Context: an optimization exercise on an open-source flow, tuned for a short achievable clock period and few clock cycles. The choices shown serve that exercise and are no tape-out recipe.
Only simulation tests tie the RTL to the original design; equivalence was not proved.
Power and IR drop assume default switching activity.

==> trial 37 <==
==> flow/design.v <==
`timescale 1ns / 1ps
module top(input clk, reset, input [31:0] InstrF, readDataM,
           output memWriteM, output [31:0] ALUResultM, writeDataM, pcF);
  reg  [31:0] pcF_r;
  reg         validD, predTakenD;
  reg  [31:0] InstrD, PCD, PCPlus4D, immB_D;
  reg  [31:1] rs1oh, rs2oh;
  reg  [31:0] A_En, B_En, SD_E, altPC_E;    
  reg         fS_L, fS_M;
  reg  [31:0] fwdA_n, fwdB_n;
  reg         addE, subE, sltE, xorE, orE, andE;
  reg         branchE, predTakenE, loadE, storeE, regWriteE;
  reg  [4:0]  rdE;
  reg  [31:0] ALUResultM_r, WD_M;
  reg         memWriteM_r, loadM, regWriteM;
  reg  [4:0]  rdM;
  reg  [31:0] resW;
  reg         regWriteW;
  reg  [4:0]  rdW;
  reg  [31:0] rf [1:31];
  reg  [31:1] weW;     
  assign pcF        = pcF_r;
  reg  [31:0] addrM;
  assign ALUResultM = addrM;
  assign memWriteM  = memWriteM_r;
  assign writeDataM = WD_M;
  wire mispE;
  wire [6:0]  opF   = InstrF[6:0];
  wire        isJF  = (opF == 7'b1101111);
  wire        isBF  = (opF == 7'b1100011);
  wire        predF = isJF | (isBF & ((InstrF[19:15] == InstrF[24:20]) | InstrF[31]));
  wire [31:0] immBF = {{20{InstrF[31]}}, InstrF[7], InstrF[30:25], InstrF[11:8], 1'b0};
  wire [31:0] immJF = {{12{InstrF[31]}}, InstrF[19:12], InstrF[20], InstrF[30:21], 1'b0};
  wire [31:1] rs1ohF, rs2ohF;
  genvar gi;
  generate
    for (gi = 1; gi < 32; gi = gi + 1) begin : g_oh
      assign rs1ohF[gi] = (InstrF[19:15] == gi);
      assign rs2ohF[gi] = (InstrF[24:20] == gi);
    end
  endgenerate
  wire [31:0] targetJF, targetBF;
  add32 u_tJ (.a(pcF_r), .b(immJF), .s(targetJF));
  add32 u_tB (.a(pcF_r), .b(immBF), .s(targetBF));
  wire [31:0] PCPlus4F = pcF_r + 32'd4;
  wire        stallD;
  wire        takeF    = ~stallD & predF;
  wire        selJ     = ~mispE & takeF & isJF;
  wire        selB     = ~mispE & takeF & ~isJF;
  wire [31:0] pcOther  = mispE ? altPC_E : stallD ? pcF_r : PCPlus4F;
  wire [31:0] pcNext;
  ao222 u_pcsel (.a(targetJF), .sa(selJ), .b(targetBF), .sb(selB), .c(pcOther), .sc(~(selJ | selB)),
                 .y(pcNext));
  always @(posedge clk or posedge reset) begin
    if (reset) begin
      pcF_r      <= 32'd0;
      validD     <= 1'b0;
    end else begin
      pcF_r      <= pcNext;
      if (mispE)
        validD <= 1'b0;
      else if (!stallD)
        validD <= 1'b1;
    end
  end
  always @(posedge clk) begin
      if (!stallD) begin
        predTakenD <= predF;
        InstrD     <= InstrF;
        PCPlus4D   <= PCPlus4F;
        PCD        <= pcF_r;
        immB_D     <= immBF;
        rs1oh      <= rs1ohF;
        rs2oh      <= rs2ohF;
      end
  end
  wire [6:0] op  = InstrD[6:0];
  wire [2:0] f3  = InstrD[14:12];
  wire [4:0] rs1 = InstrD[19:15];
  wire [4:0] rs2 = InstrD[24:20];
  wire [4:0] rd  = InstrD[11:7];
  wire isR = (op == 7'b0110011);
  wire isI = (op == 7'b0010011);
  wire isL = (op == 7'b0000011);
  wire isS = (op == 7'b0100011);
  wire isB = (op == 7'b1100011);
  wire isJ = (op == 7'b1101111);
  wire [31:0] immI = {{20{InstrD[31]}}, InstrD[31:20]};
  wire [31:0] immS = {{20{InstrD[31]}}, InstrD[31:25], InstrD[11:7]};
  wire useA  = isR | isI | isL | isS | isB;
  wire useB  = isR | isB;
  wire useSD = isS;
  wire wrD   = (isR | isI | isL | isJ) & (rd != 5'd0);
  reg  [31:0] rf1, rf2;
  integer k;
  always @(*) begin
    rf1 = 32'd0;
    rf2 = 32'd0;
    for (k = 1; k < 32; k = k + 1) begin
      rf1 = rf1 | ({32{rs1oh[k]}} & rf[k]);
      rf2 = rf2 | ({32{rs2oh[k]}} & rf[k]);
    end
  end
  wire [31:0] rw1 = (regWriteW && rdW == rs1) ? resW : rf1;
  wire [31:0] rw2 = (regWriteW && rdW == rs2) ? resW : rf2;
  wire e1 = regWriteE && rdE == rs1;
  wire e2 = regWriteE && rdE == rs2;
  wire m1 = regWriteM && rdM == rs1;
  wire m2 = regWriteM && rdM == rs2;
  wire [31:0] valM = loadM ? readDataM : ALUResultM_r;
  wire [31:0] rv1 = m1 ? valM : rw1;
  wire [31:0] rv2 = m2 ? valM : rw2;
  assign stallD = validD & loadE & ((useA & e1) | (useB & e2));
  wire goE = validD & ~mispE & ~stallD;
  wire [31:0] targetD;
  add32 u_tD (.a(PCD), .b(immB_D), .s(targetD));
  wire fAn = useA & e1;
  wire fBn = useB & e2;
  always @(posedge clk or posedge reset) begin
    if (reset) begin
      branchE <= 1'b0; loadE <= 1'b0; storeE <= 1'b0; regWriteE <= 1'b0;
    end else begin
      branchE   <= goE & isB;
      loadE     <= goE & isL;
      storeE    <= goE & isS;
      regWriteE <= goE & wrD;
    end
  end
  always @(posedge clk) begin
      A_En <= ~(fAn ? 32'd0 : isJ ? PCPlus4D : rv1);
      B_En <= ~(fBn ? 32'd0 : useB ? rv2 : isJ ? 32'd0 : isS ? immS : immI);
      SD_E <= rv2;
      altPC_E <= predTakenD ? PCPlus4D : targetD;
      fS_L <= useSD & e2 & loadE;
      fS_M <= useSD & e2 & ~loadE;
      addE <= isL | isS | isJ | ((isR | isI) & f3 == 3'b000 & ~(isR & InstrD[30]));
      subE <= isR & f3 == 3'b000 & InstrD[30];
      sltE <= (isR | isI) & f3 == 3'b010;
      xorE <= (isR | isI) & f3 == 3'b100;
      orE  <= (isR | isI) & f3 == 3'b110;
      andE <= (isR | isI) & f3 == 3'b111;
      predTakenE <= predTakenD;
      rdE  <= rd;
  end
  wire [31:0] srcA = ~(fwdA_n & A_En);
  wire [31:0] srcB = ~(fwdB_n & B_En);
  wire [31:0] sdE  = ({32{fS_L}} & readDataM) | ({32{fS_M}} & ALUResultM_r) |
                     ({32{~(fS_L | fS_M)}} & SD_E);
  wire [31:0] sum, diff;
  add32 u_sum (.a(srcA), .b(srcB), .s(sum));
  sub32 u_diff (.a(srcA), .b(srcB), .d(diff));
  wire        lt;
  lt32 u_lt (.a(srcA), .b(srcB), .lt(lt));
  wire [31:0] resE, fwdA_d, fwdB_d;
  ao222 u_res (.a(sum), .sa(addE), .b(diff), .sb(subE), .c(logE), .sc(1'b1), .y(resE));
  ao222n u_fwdA (.a(sum), .sa(addE & fAn), .b(diff), .sb(subE & fAn), .c(logE), .sc(fAn), .y(fwdA_d));
  ao222n u_fwdB (.a(sum), .sa(addE & fBn), .b(diff), .sb(subE & fBn), .c(logE), .sc(fBn), .y(fwdB_d));
  wire [31:0] logE = ({32{andE}} & (srcA & srcB)) | ({32{orE}} & (srcA | srcB)) |
                     ({32{xorE}} & (srcA ^ srcB)) | {31'd0, sltE & lt};
  wire        eqE;
  eq32 u_eq (.a(srcA), .b(srcB), .eq(eqE));
  assign mispE = branchE & (eqE ^ predTakenE);
  always @(posedge clk or posedge reset) begin
    if (reset) begin
      memWriteM_r <= 1'b0; loadM <= 1'b0; regWriteM <= 1'b0;
    end else begin
      memWriteM_r  <= storeE;
      loadM        <= loadE;
      regWriteM    <= regWriteE;
    end
  end
  always @(posedge clk) begin
      ALUResultM_r <= resE;
      fwdA_n       <= fwdA_d;
      fwdB_n       <= fwdB_d;
      addrM        <= sum;
      WD_M         <= sdE;
      rdM          <= rdE;
  end
  integer i;
  always @(posedge clk or posedge reset) begin
    if (reset) begin
      regWriteW <= 1'b0;
      weW <= 31'd0;
      for (i = 1; i < 32; i = i + 1) rf[i] <= 32'd0;
    end else begin
      regWriteW <= regWriteM;
      for (i = 1; i < 32; i = i + 1) begin
        weW[i] <= regWriteM && rdM == i;
        if (weW[i]) rf[i] <= resW;
      end
    end
  end
  always @(posedge clk) begin
      resW      <= loadM ? readDataM : ALUResultM_r;
      rdW       <= rdM;
  end
endmodule
module add32(input [31:0] a, b, output [31:0] s);
  assign s = a + b;
endmodule
module sub32(input [31:0] a, b, output [31:0] d);
  assign d = a - b;
endmodule
module eq32(input [31:0] a, b, output eq);
  assign eq = (a == b);
endmodule
module lt32(input [31:0] a, b, output lt);
  assign lt = $signed(a) < $signed(b);
endmodule
module ao222(input [31:0] a, b, c, input sa, sb, sc, output [31:0] y);
  assign y = ({32{sa}} & a) | ({32{sb}} & b) | ({32{sc}} & c);
endmodule
module ao222n(input [31:0] a, b, c, input sa, sb, sc, output [31:0] y);
  assign y = ~(({32{sa}} & a) | ({32{sb}} & b) | ({32{sc}} & c));
endmodule
==> flow/run.sh <==
#!/bin/bash
# synth_recipe.tcl (not shown) runs the flow's synth.tcl, then flattens the netlist and writes it again
# the make line also repeats each setting of config.mk as NAME=value (left out here)
make -C /OpenROAD-flow-scripts/flow DESIGN_CONFIG=/design/flow/config.mk WORK_HOME=/design/flow/orfs CLKGATE_MAP_FILE= SYNTH_SCRIPT=/design/flow/synth_recipe.tcl finish
==> flow/config.mk <==
export PLATFORM = sky130hd
export DESIGN_NAME = top
export DESIGN_NICKNAME = top
export VERILOG_FILES = /design/flow/design.v
export SDC_FILE = /design/flow/constraint.sdc
export NUM_CORES = 4
export LEC_CHECK = 0
export CAP_MARGIN = 20
export CELL_PAD_IN_SITES_DETAIL_PLACEMENT = 1
export CELL_PAD_IN_SITES_GLOBAL_PLACEMENT = 1
export CORE_MARGIN = 2
export CORE_UTILIZATION = 40
export SETUP_SLACK_MARGIN = 5
export SLEW_MARGIN = 20
export SYNTH_HIERARCHICAL = 1
export SYNTH_MINIMUM_KEEP_SIZE = 0
export TNS_END_PERCENT = 100
==> flow/constraint.sdc <==
create_clock -name core_clock -period 8.0 [get_ports {clk}]
set_input_delay 1.6000 -clock core_clock [delete_from_list [all_inputs] [get_ports {clk}]]
set_output_delay 1.6000 -clock core_clock [all_outputs]
set_load 0.01 [all_outputs]
==> trial 22: changes against trial 37 <==
--- a/flow/design.v
+++ b/flow/design.v
@@ -5,7 +5,6 @@
   reg         validD, predTakenD;
-  reg  [31:0] InstrD, PCD, PCPlus4D, immB_D;
+  reg  [31:0] InstrD, PCPlus4D, altPC_D;
   reg  [31:1] rs1oh, rs2oh;
-  reg  [31:0] A_En, B_En, SD_E, altPC_E;    
-  reg         fS_L, fS_M;
-  reg  [31:0] fwdA_n, fwdB_n;
+  reg  [31:0] A_E, B_E, SD_E, altPC_E;
+  reg         fA_M, fB_M, fS_L, fS_M;
   reg         addE, subE, sltE, xorE, orE, andE;
@@ -46,9 +45,6 @@
   wire        stallD;
-  wire        takeF    = ~stallD & predF;
-  wire        selJ     = ~mispE & takeF & isJF;
-  wire        selB     = ~mispE & takeF & ~isJF;
+  wire        takeF    = ~mispE & ~stallD & predF;
   wire [31:0] pcOther  = mispE ? altPC_E : stallD ? pcF_r : PCPlus4F;
-  wire [31:0] pcNext;
-  ao222 u_pcsel (.a(targetJF), .sa(selJ), .b(targetBF), .sb(selB), .c(pcOther), .sc(~(selJ | selB)),
-                 .y(pcNext));
+  wire [31:0] pcNext   = ({32{takeF & isJF}} & targetJF) | ({32{takeF & ~isJF}} & targetBF) |
+                         ({32{~takeF}} & pcOther);
   always @(posedge clk or posedge reset) begin
@@ -70,4 +66,4 @@
         PCPlus4D   <= PCPlus4F;
-        PCD        <= pcF_r;
-        immB_D     <= immBF;
+        altPC_D    <= ({32{predF}} & PCPlus4F) | ({32{~predF & isJF}} & targetJF) |
+                      ({32{~predF & ~isJF}} & targetBF);
         rs1oh      <= rs1ohF;
@@ -114,6 +110,2 @@
   wire goE = validD & ~mispE & ~stallD;
-  wire [31:0] targetD;
-  add32 u_tD (.a(PCD), .b(immB_D), .s(targetD));
-  wire fAn = useA & e1;
-  wire fBn = useB & e2;
   always @(posedge clk or posedge reset) begin
@@ -129,6 +121,8 @@
   always @(posedge clk) begin
-      A_En <= ~(fAn ? 32'd0 : isJ ? PCPlus4D : rv1);
-      B_En <= ~(fBn ? 32'd0 : useB ? rv2 : isJ ? 32'd0 : isS ? immS : immI);
+      A_E  <= isJ ? PCPlus4D : rv1;
+      B_E  <= useB ? rv2 : isJ ? 32'd0 : isS ? immS : immI;
       SD_E <= rv2;
-      altPC_E <= predTakenD ? PCPlus4D : targetD;
+      altPC_E <= altPC_D;
+      fA_M <= useA & e1;
+      fB_M <= useB & e2;
       fS_L <= useSD & e2 & loadE;
@@ -144,4 +138,4 @@
   end
-  wire [31:0] srcA = ~(fwdA_n & A_En);
-  wire [31:0] srcB = ~(fwdB_n & B_En);
+  wire [31:0] srcA = fA_M ? ALUResultM_r : A_E;
+  wire [31:0] srcB = fB_M ? ALUResultM_r : B_E;
   wire [31:0] sdE  = ({32{fS_L}} & readDataM) | ({32{fS_M}} & ALUResultM_r) |
@@ -149,14 +143,14 @@
   wire [31:0] sum, diff;
-  add32 u_sum (.a(srcA), .b(srcB), .s(sum));
-  sub32 u_diff (.a(srcA), .b(srcB), .d(diff));
+  fwd_add32 u_sum (.fa(fA_M), .fb(fB_M), .m(ALUResultM_r), .a(A_E), .b(B_E), .s(sum));
+  fwd_sub32 u_diff (.fa(fA_M), .fb(fB_M), .m(ALUResultM_r), .a(A_E), .b(B_E), .d(diff));
   wire        lt;
-  lt32 u_lt (.a(srcA), .b(srcB), .lt(lt));
-  wire [31:0] resE, fwdA_d, fwdB_d;
-  ao222 u_res (.a(sum), .sa(addE), .b(diff), .sb(subE), .c(logE), .sc(1'b1), .y(resE));
-  ao222n u_fwdA (.a(sum), .sa(addE & fAn), .b(diff), .sb(subE & fAn), .c(logE), .sc(fAn), .y(fwdA_d));
-  ao222n u_fwdB (.a(sum), .sa(addE & fBn), .b(diff), .sb(subE & fBn), .c(logE), .sc(fBn), .y(fwdB_d));
-  wire [31:0] logE = ({32{andE}} & (srcA & srcB)) | ({32{orE}} & (srcA | srcB)) |
+  fwd_lt32 u_lt (.fa(fA_M), .fb(fB_M), .m(ALUResultM_r), .a(A_E), .b(B_E), .lt(lt));
+  wire [31:0] aluE = ({32{addE}} & sum) | ({32{subE}} & diff) |
+                     ({32{andE}} & (srcA & srcB)) | ({32{orE}} & (srcA | srcB)) |
                      ({32{xorE}} & (srcA ^ srcB)) | {31'd0, sltE & lt};
-  wire        eqE;
-  eq32 u_eq (.a(srcA), .b(srcB), .eq(eqE));
+  wire        eqMB, eqAM, eqAB;
+  eq32 u_eqMB (.a(ALUResultM_r), .b(B_E), .eq(eqMB));
+  eq32 u_eqAM (.a(A_E), .b(ALUResultM_r), .eq(eqAM));
+  eq32 u_eqAB (.a(A_E), .b(B_E), .eq(eqAB));
+  wire        eqE  = fA_M ? (fB_M | eqMB) : fB_M ? eqAM : eqAB;
   assign mispE = branchE & (eqE ^ predTakenE);
@@ -172,5 +166,3 @@
   always @(posedge clk) begin
-      ALUResultM_r <= resE;
-      fwdA_n       <= fwdA_d;
-      fwdB_n       <= fwdB_d;
+      ALUResultM_r <= aluE;
       addrM        <= sum;
@@ -207,10 +199,16 @@
 endmodule
-module lt32(input [31:0] a, b, output lt);
-  assign lt = $signed(a) < $signed(b);
-endmodule
-module ao222(input [31:0] a, b, c, input sa, sb, sc, output [31:0] y);
-  assign y = ({32{sa}} & a) | ({32{sb}} & b) | ({32{sc}} & c);
-endmodule
-module ao222n(input [31:0] a, b, c, input sa, sb, sc, output [31:0] y);
-  assign y = ~(({32{sa}} & a) | ({32{sb}} & b) | ({32{sc}} & c));
-endmodule
+module fwd_add32(input fa, fb, input [31:0] m, a, b, output [31:0] s);
+  wire [31:0] x = fa ? m : a;
+  wire [31:0] y = fb ? m : b;
+  assign s = x + y;
+endmodule
+module fwd_sub32(input fa, fb, input [31:0] m, a, b, output [31:0] d);
+  wire [31:0] x = fa ? m : a;
+  wire [31:0] y = fb ? m : b;
+  assign d = x - y;
+endmodule
+module fwd_lt32(input fa, fb, input [31:0] m, a, b, output lt);
+  wire [31:0] x = fa ? m : a;
+  wire [31:0] y = fb ? m : b;
+  assign lt = $signed(x) < $signed(y);
+endmodule
Settings changed: CELL_PAD_IN_SITES_DETAIL_PLACEMENT 1 to 2, CELL_PAD_IN_SITES_GLOBAL_PLACEMENT 1 to 2, CORE_UTILIZATION 40 to 30.
==> notes.md <==
Post-Layout Cell Count: trial 22 11,000; trial 37 10,200
Timing startpoint of the critical path: trial 22 fA_M; trial 37 B_En[4]
Average detailed-routed wire length per instance: trial 22 40.3 um; trial 37 39.3 um
Number of setup buffers added after CTS: trial 22 183; trial 37 156
Fraction of power consumed by sequential logic: trial 22 38.2%; trial 37 39.0%
Critical path peak fanout: trial 22 8; trial 37 5
Number of clock sinks seen by CTS: trial 22 1,505; trial 37 1,565
Result of the run: trial 22 finished clean; trial 37 finished clean
Slowest-stage cell, CP: trial 22 sky130_fd_sc_hd__or4_4; trial 37 sky130_fd_sc_hd__a222oi_1
Clock latency on the worst-skew pair: trial 22 0.87 ns; trial 37 0.86 ns
Fin crit share: trial 22 45.1%; trial 37 42.5%
Comb_multi_in: trial 22 4,811; trial 37 4,749
Hold-critical path endpoint: trial 22 altPC_E[1]; trial 37 rdM[4]
Met3 Resource Use GR: trial 22 7.15%; trial 37 10.7%
Pin count of the biggest net entering global routing: trial 22 175; trial 37 148
Combinational logic power: trial 22 4.95 mW; trial 37 5.35 mW
Met1 track demand over resource: trial 22 43.1%; trial 37 51.3%
Pre-CTS setup slack: trial 22 2.68 ns; trial 37 2.87 ns
Fraction of post-synthesis cell area in the top cell type by area: trial 22 33.5%; trial 37 33.2%
Share of the yosys chip area belonging to registers: trial 22 46.6%; trial 37 47.6%
Testbench counts of trial 37, summed over its fixed seeds: cycles 19,318.
Testbench counts of trial 22, summed over its fixed seeds: cycles 19,318.

re-timing with driven ports:
In the flow no input, the clock included, has a driving cell. The finished layouts below were timed again as built, in two steps. Step 1 sets driving cells, clkbuf_16 on the clock port and buf_2 on the other inputs (assumed; they add their load-dependent delay and slew). Step 2 times the ports against the registers' clock, not the clock port: input delays grow and output delays shrink by t, the midpoint of the rising clock arrivals with the driver on. Three values: ideal, step 1, step 2; two values: the first two.
run	t, ns	setup slack, ns	slew at the worst register clock pin (ns)
trial 37	0.923	4.604 / 4.604 / 3.686	0.07 / 0.07
trial 22	0.950	4.392 / 4.392 / 3.629	0.07 / 0.07
After both steps setup and hold are still met in every run listed. The setup slack of trial 37, which loses most, moves by 0.000 ns with the drivers and by -0.918 ns with both steps.
